Background: an optimization exercise with open tools, aiming at small area. Do not read the settings as production practice.
The RTL was checked by simulation tests, not by an equivalence proof against the original design.
Power and IR drop assume default switching activity.

Design riscvCpu, start of the top module:
module riscvCpu #(parameter PC_WIDTH = 32, INS_WIDTH = 32, REG_WIDTH = 32, IMMFULLWIDTH = 19, REG_ADDR_WIDTH = 5, TOTAL_REGS = 32) (
  input logic resetn,
  input logic clk,
  input logic [REG_WIDTH-1:0] regRdData1,
  input logic [REG_WIDTH-1:0] regRdData2,
  input logic [REG_WIDTH-1:0] memrdData,
  input logic [INS_WIDTH-1:0] InstrData,
  output logic [REG_ADDR_WIDTH-1:0] regWrAdr,
  output logic [REG_ADDR_WIDTH-1:0] regRdAdr1,
  output logic [REG_ADDR_WIDTH-1:0] regRdAdr2,
  output logic regWE,
  output logic [REG_WIDTH-1:0] regWrData,
  output logic [PC_WIDTH-1:0] memAdr,
  output logic [REG_WIDTH-1:0] memwrData,
  output logic memWE,
  output logic [PC_WIDTH-1:0] InstrAdr
);
  function automatic logic is_ctrl(input logic [6:0] op);
    is_ctrl = (op == 7'h63) || (op == 7'h6F) || (op == 7'h67);
  endfunction
  logic [31:0] pc;             
  logic [31:0] instr;          
  logic [31:0] ir;             
  logic [31:0] e_rs1, e_rs2;   
  logic [6:0]  e_op;
  logic [4:0]  e_rd, e_ra1, e_ra2;
  ...
Size: about 2800 cells after synthesis, about 310 flip-flops, about 23000 sq um of cells after synthesis.
==> flow/config.mk <==
export PLATFORM = sky130hd
export DESIGN_NAME = riscvCpu
export DESIGN_NICKNAME = riscvCpu
export VERILOG_FILES = /design/flow/design.v
export SDC_FILE = /design/flow/constraint.sdc
export NUM_CORES = 4
export LEC_CHECK = 0
export CAP_MARGIN = 20
export CORE_MARGIN = 2
export CORE_UTILIZATION = 40
export SLEW_MARGIN = 20
==> flow/constraint.sdc <==
create_clock -name core_clock -period 9.0 [get_ports {clk}]
set_input_delay 1.8000 -clock core_clock [delete_from_list [all_inputs] [get_ports {clk}]]
set_output_delay 1.8000 -clock core_clock [all_outputs]
set_load 0.01 [all_outputs]
standard.sh (not shown) runs the stock make flow with config.mk's settings and CLKGATE_MAP_FILE= SYNTH_SCRIPT=/design/flow/synth_recipe.tcl, a recipe that flattens the netlist after the stock synthesis.
==> flow/flow/run.sh <==
#!/bin/bash
# Own layout flow: the standard ORFS flow (standard.sh, standard synthesis
# unchanged) with two changes to how the layout is made:
#  * the input and output port buffers are the platform's smallest buffer
#    (sky130_fd_sc_hd__buf_1) instead of the delay buffer buffer_ports picks;
#  * clock tree synthesis inserts no dummy loads.
# Each tool's full output is kept in a log file in the folder this runs in.
set -euo pipefail
bash standard.sh \
  "BUFFER_PORTS_ARGS=-buffer_cell sky130_fd_sc_hd__buf_1" \
  "CTS_ARGS=-sink_clustering_enable -repair_clock_nets -dont_use_dummy_load" \
  finish > make_finish.log 2>&1
cp orfs/logs/sky130hd/riscvCpu/base/*.log . 2>/dev/null || true
Edit:
==> flow/run.sh (new file) <==
#!/bin/bash
# synth_recipe.tcl (not shown) runs the flow's synth.tcl, then flattens the netlist and writes it again
# the make line also repeats each setting of config.mk as NAME=value (left out here)
make -C /OpenROAD-flow-scripts/flow DESIGN_CONFIG=/design/flow/config.mk WORK_HOME=/design/flow/orfs CLKGATE_MAP_FILE= SYNTH_SCRIPT=/design/flow/synth_recipe.tcl finish
removed: flow/flow/run.sh
removed: flow/standard.sh
Result: The changed run ran to the end with no violations; final area climbs by 7.6%; setup slack got worse by 0.089 ns; wire length climbs by about 0.34%; maximum frequency drops by about 1%.

riscvCpu, a different RTL version from the one above (not shown whole).
For scale: about 1900 cells after synthesis, ~310 flip-flops, roughly 280 I/O pins, roughly 18000 µm² of cells after synthesis.
clock: 9.0 ns
lec_check: 0
cap_margin: 0
core_margin: 2
core_utilization: 55
slew_margin: 0
==> flow/flow/run.sh <==
#!/bin/bash
# Own layout flow: the standard ORFS flow (standard.sh) with these changes
# to how the layout is made:
#  * synthesis is the standard synthesis script with an area-oriented ABC
#    mapping script (flow/synth.tcl, flow/abc_area.script); registers are
#    unchanged;
#  * the input and output port buffers are the platform's smallest buffer
#    (sky130_fd_sc_hd__buf_1) instead of the delay buffer buffer_ports picks;
#  * clock tree synthesis inserts no dummy loads and builds the tree from
#    sky130_fd_sc_hd__clkbuf_4 and _8 buffers, in sink clusters of up to 16
#    within 60 um.
# make's full output goes to make_finish.log here; each ORFS step's log is
# copied here too.
set -euo pipefail
export FLOW_WORK="$PWD"
export FLOW_ABC_SCRIPT="$PWD/flow/abc_area.script"
bash standard.sh \
  "SYNTH_SCRIPT=$PWD/flow/synth.tcl" \
  "BUFFER_PORTS_ARGS=-buffer_cell sky130_fd_sc_hd__buf_1" \
  "CTS_ARGS=-sink_clustering_enable -repair_clock_nets -dont_use_dummy_load -buf_list {sky130_fd_sc_hd__clkbuf_4 sky130_fd_sc_hd__clkbuf_8} -sink_clustering_size 16 -sink_clustering_max_diameter 60" \
  finish > make_finish.log 2>&1
cp orfs/logs/sky130hd/riscvCpu/base/*.log . 2>/dev/null || true
==> flow/flow/abc_area.script <==
strash
&get -n
&st
&syn2
&dch -f
&nf -a -R 1000
&put
topo
dnsize -c
==> flow/flow/synth.tcl <==
# The standard synthesis (synth_recipe.tcl, sourced unchanged), with one
# change: Yosys's abc pass maps the combinational logic with the
# area-oriented ABC script in abc_area.script instead of ORFS's script.
# Flip-flops are mapped before abc runs, so the registers, their names and
# their cell types are exactly those of the standard synthesis.
proc abc {args} {
  set i [lsearch -exact $args -script]
  if { $i >= 0 } {
    set args [lreplace $args [expr {$i + 1}] [expr {$i + 1}] $::env(FLOW_ABC_SCRIPT)]
  }
  yosys abc {*}$args
}
source $::env(FLOW_WORK)/synth_recipe.tcl
The starting point passed the timing, design-rule and antenna checks.
Then changed:
--- a/flow/flow/run.sh
+++ b/flow/flow/run.sh
@@ -3,5 +3,5 @@
 # to how the layout is made:
-#  * synthesis is the standard synthesis script with an area-oriented ABC
-#    mapping script (flow/synth.tcl, flow/abc_area.script); registers are
-#    unchanged;
+#  * synthesis is the standard synthesis script, but adders are not
+#    extracted into adder cells and ABC maps with an area-oriented script
+#    (flow/synth.tcl, flow/abc_area.script); registers are unchanged;
 #  * the input and output port buffers are the platform's smallest buffer
==> flow/flow/abc_area.script (replaced) <==
strash
dch
amap
topo
dnsize -c
==> flow/flow/synth.tcl (replaced) <==
# The standard synthesis (synth_recipe.tcl, sourced unchanged), with two
# changes to how the combinational logic is mapped: full and half adders are
# not extracted into the platform's adder cells (extract_fa does nothing), and
# Yosys's abc pass uses the area-oriented ABC script in abc_area.script instead
# of ORFS's script.
# Flip-flops are mapped before abc runs, so the registers, their names and
# their cell types are exactly those of the standard synthesis.
proc extract_fa {args} {
  puts "extract_fa: skipped, adders are mapped by abc"
}
proc abc {args} {
  set i [lsearch -exact $args -script]
  if { $i >= 0 } {
    set args [lreplace $args [expr {$i + 1}] [expr {$i + 1}] $::env(FLOW_ABC_SCRIPT)]
  }
  yosys abc {*}$args
}
source $::env(FLOW_WORK)/synth_recipe.tcl
Effect:
- The new run ran to the end with violations: max-capacitance violations, max-slew violations, negative setup slack
- routed wire length rises by 22%
- sequential share of layout area falls by 3.6 points
- clock skew falls by 0.0056 ns
- sequential power falls by about 2%
- clock-buffer cell count rises by 6
- sequential cell count does not change
- power rises by 10%
- setup slack degrades by 0.79 ns
- design area rises by 12%

riscvCpu, a different RTL version from the one above (not shown whole).
Size in the first run: about 310 flip-flops, roughly 280 I/O pins, about 17,000 um^2 of cells after synthesis.
clock: 9.0 ns
lec_check: 0
cap_margin: 0
core_margin: 2
core_utilization: 55
slew_margin: 0
==> flow/flow/run.sh <==
#!/bin/bash
# Own layout flow: the standard ORFS flow (standard.sh) with these changes
# to how the layout is made:
#  * synthesis is the standard synthesis script with an area-oriented ABC
#    mapping script (flow/synth.tcl, flow/abc_area.script); registers are
#    unchanged;
#  * the input and output port buffers are the platform's smallest buffer
#    (sky130_fd_sc_hd__buf_1) instead of the delay buffer buffer_ports picks;
#  * clock tree synthesis inserts no dummy loads and builds the tree from
#    sky130_fd_sc_hd__clkbuf_8 buffers, in sink clusters of up to 20 within 60 um.
# make's full output goes to make_finish.log here; each ORFS step's log is
# copied here too.
set -euo pipefail
export FLOW_WORK="$PWD"
export FLOW_ABC_SCRIPT="$PWD/flow/abc_area.script"
bash standard.sh \
  "SYNTH_SCRIPT=$PWD/flow/synth.tcl" \
  "BUFFER_PORTS_ARGS=-buffer_cell sky130_fd_sc_hd__buf_1" \
  "CTS_ARGS=-sink_clustering_enable -repair_clock_nets -dont_use_dummy_load -buf_list sky130_fd_sc_hd__clkbuf_8 -sink_clustering_size 20 -sink_clustering_max_diameter 60" \
  finish > make_finish.log 2>&1
cp orfs/logs/sky130hd/riscvCpu/base/*.log . 2>/dev/null || true
==> flow/flow/abc_area.script <==
strash
dch
amap
topo
dnsize -c
==> flow/flow/synth.tcl <==
# The standard synthesis (synth_recipe.tcl, sourced unchanged), with one
# change: Yosys's abc pass maps the combinational logic with the
# area-oriented ABC script in abc_area.script instead of ORFS's script.
# Flip-flops are mapped before abc runs, so the registers, their names and
# their cell types are exactly those of the standard synthesis.
proc abc {args} {
  set i [lsearch -exact $args -script]
  if { $i >= 0 } {
    set args [lreplace $args [expr {$i + 1}] [expr {$i + 1}] $::env(FLOW_ABC_SCRIPT)]
  }
  yosys abc {*}$args
}
source $::env(FLOW_WORK)/synth_recipe.tcl
Next try:
--- a/flow/flow/run.sh
+++ b/flow/flow/run.sh
@@ -10 +10 @@
-#    sky130_fd_sc_hd__clkbuf_8 buffers, in sink clusters of up to 20 within 60 um.
+#    sky130_fd_sc_hd__clkbuf_4 buffers.
@@ -19 +19 @@
-  "CTS_ARGS=-sink_clustering_enable -repair_clock_nets -dont_use_dummy_load -buf_list sky130_fd_sc_hd__clkbuf_8 -sink_clustering_size 20 -sink_clustering_max_diameter 60" \
+  "CTS_ARGS=-sink_clustering_enable -repair_clock_nets -dont_use_dummy_load -buf_list sky130_fd_sc_hd__clkbuf_4" \
==> flow/flow/abc_area.script (replaced) <==
strash
&get -n
&st
&syn2
&dch -f
&nf -a
&put
topo
dnsize -c
- CORE_UTILIZATION: 55 -> 40
Setup slack degrades by 87 ps.
Sequential share of layout area falls by 0.99 points.
Global-route usage falls by 9.0 points.
Power rises by 6.0%.
Combinational power falls by about 9%.

==> static timing again, ports no longer ideal <==
Ports are ideal in the flow. The routed layouts listed here were re-timed in OpenROAD. Step 1 assumes that a clkbuf_16 drives the clock port and a buf_2 every other input. Step 2 times the ports against the registers' clock, not the clock port: input delays grow and output delays shrink by t, the midpoint of the rising clock arrivals with the driver on. Slacks: ideal ports / drivers / drivers and shift; pairs: ideal ports / drivers.
run	t, ns	setup WS [ns]	worst data-port slew with drivers (ns)
the first run of note 1	0.606	0.234 / 0.174 / 0.353	0.05
the second run of note 1	0.617	0.145 / 0.082 / 0.262	0.05
the first run of note 2	0.667	0.439 / 0.385 / 0.564	0.04
the second run of note 2	0.595	-0.351 / -0.404 / -0.238	0.05
the first run of note 3	0.637	0.374 / 0.321 / 0.467	0.04
the second run of note 3	0.860	0.288 / 0.230 / 0.569	0.05
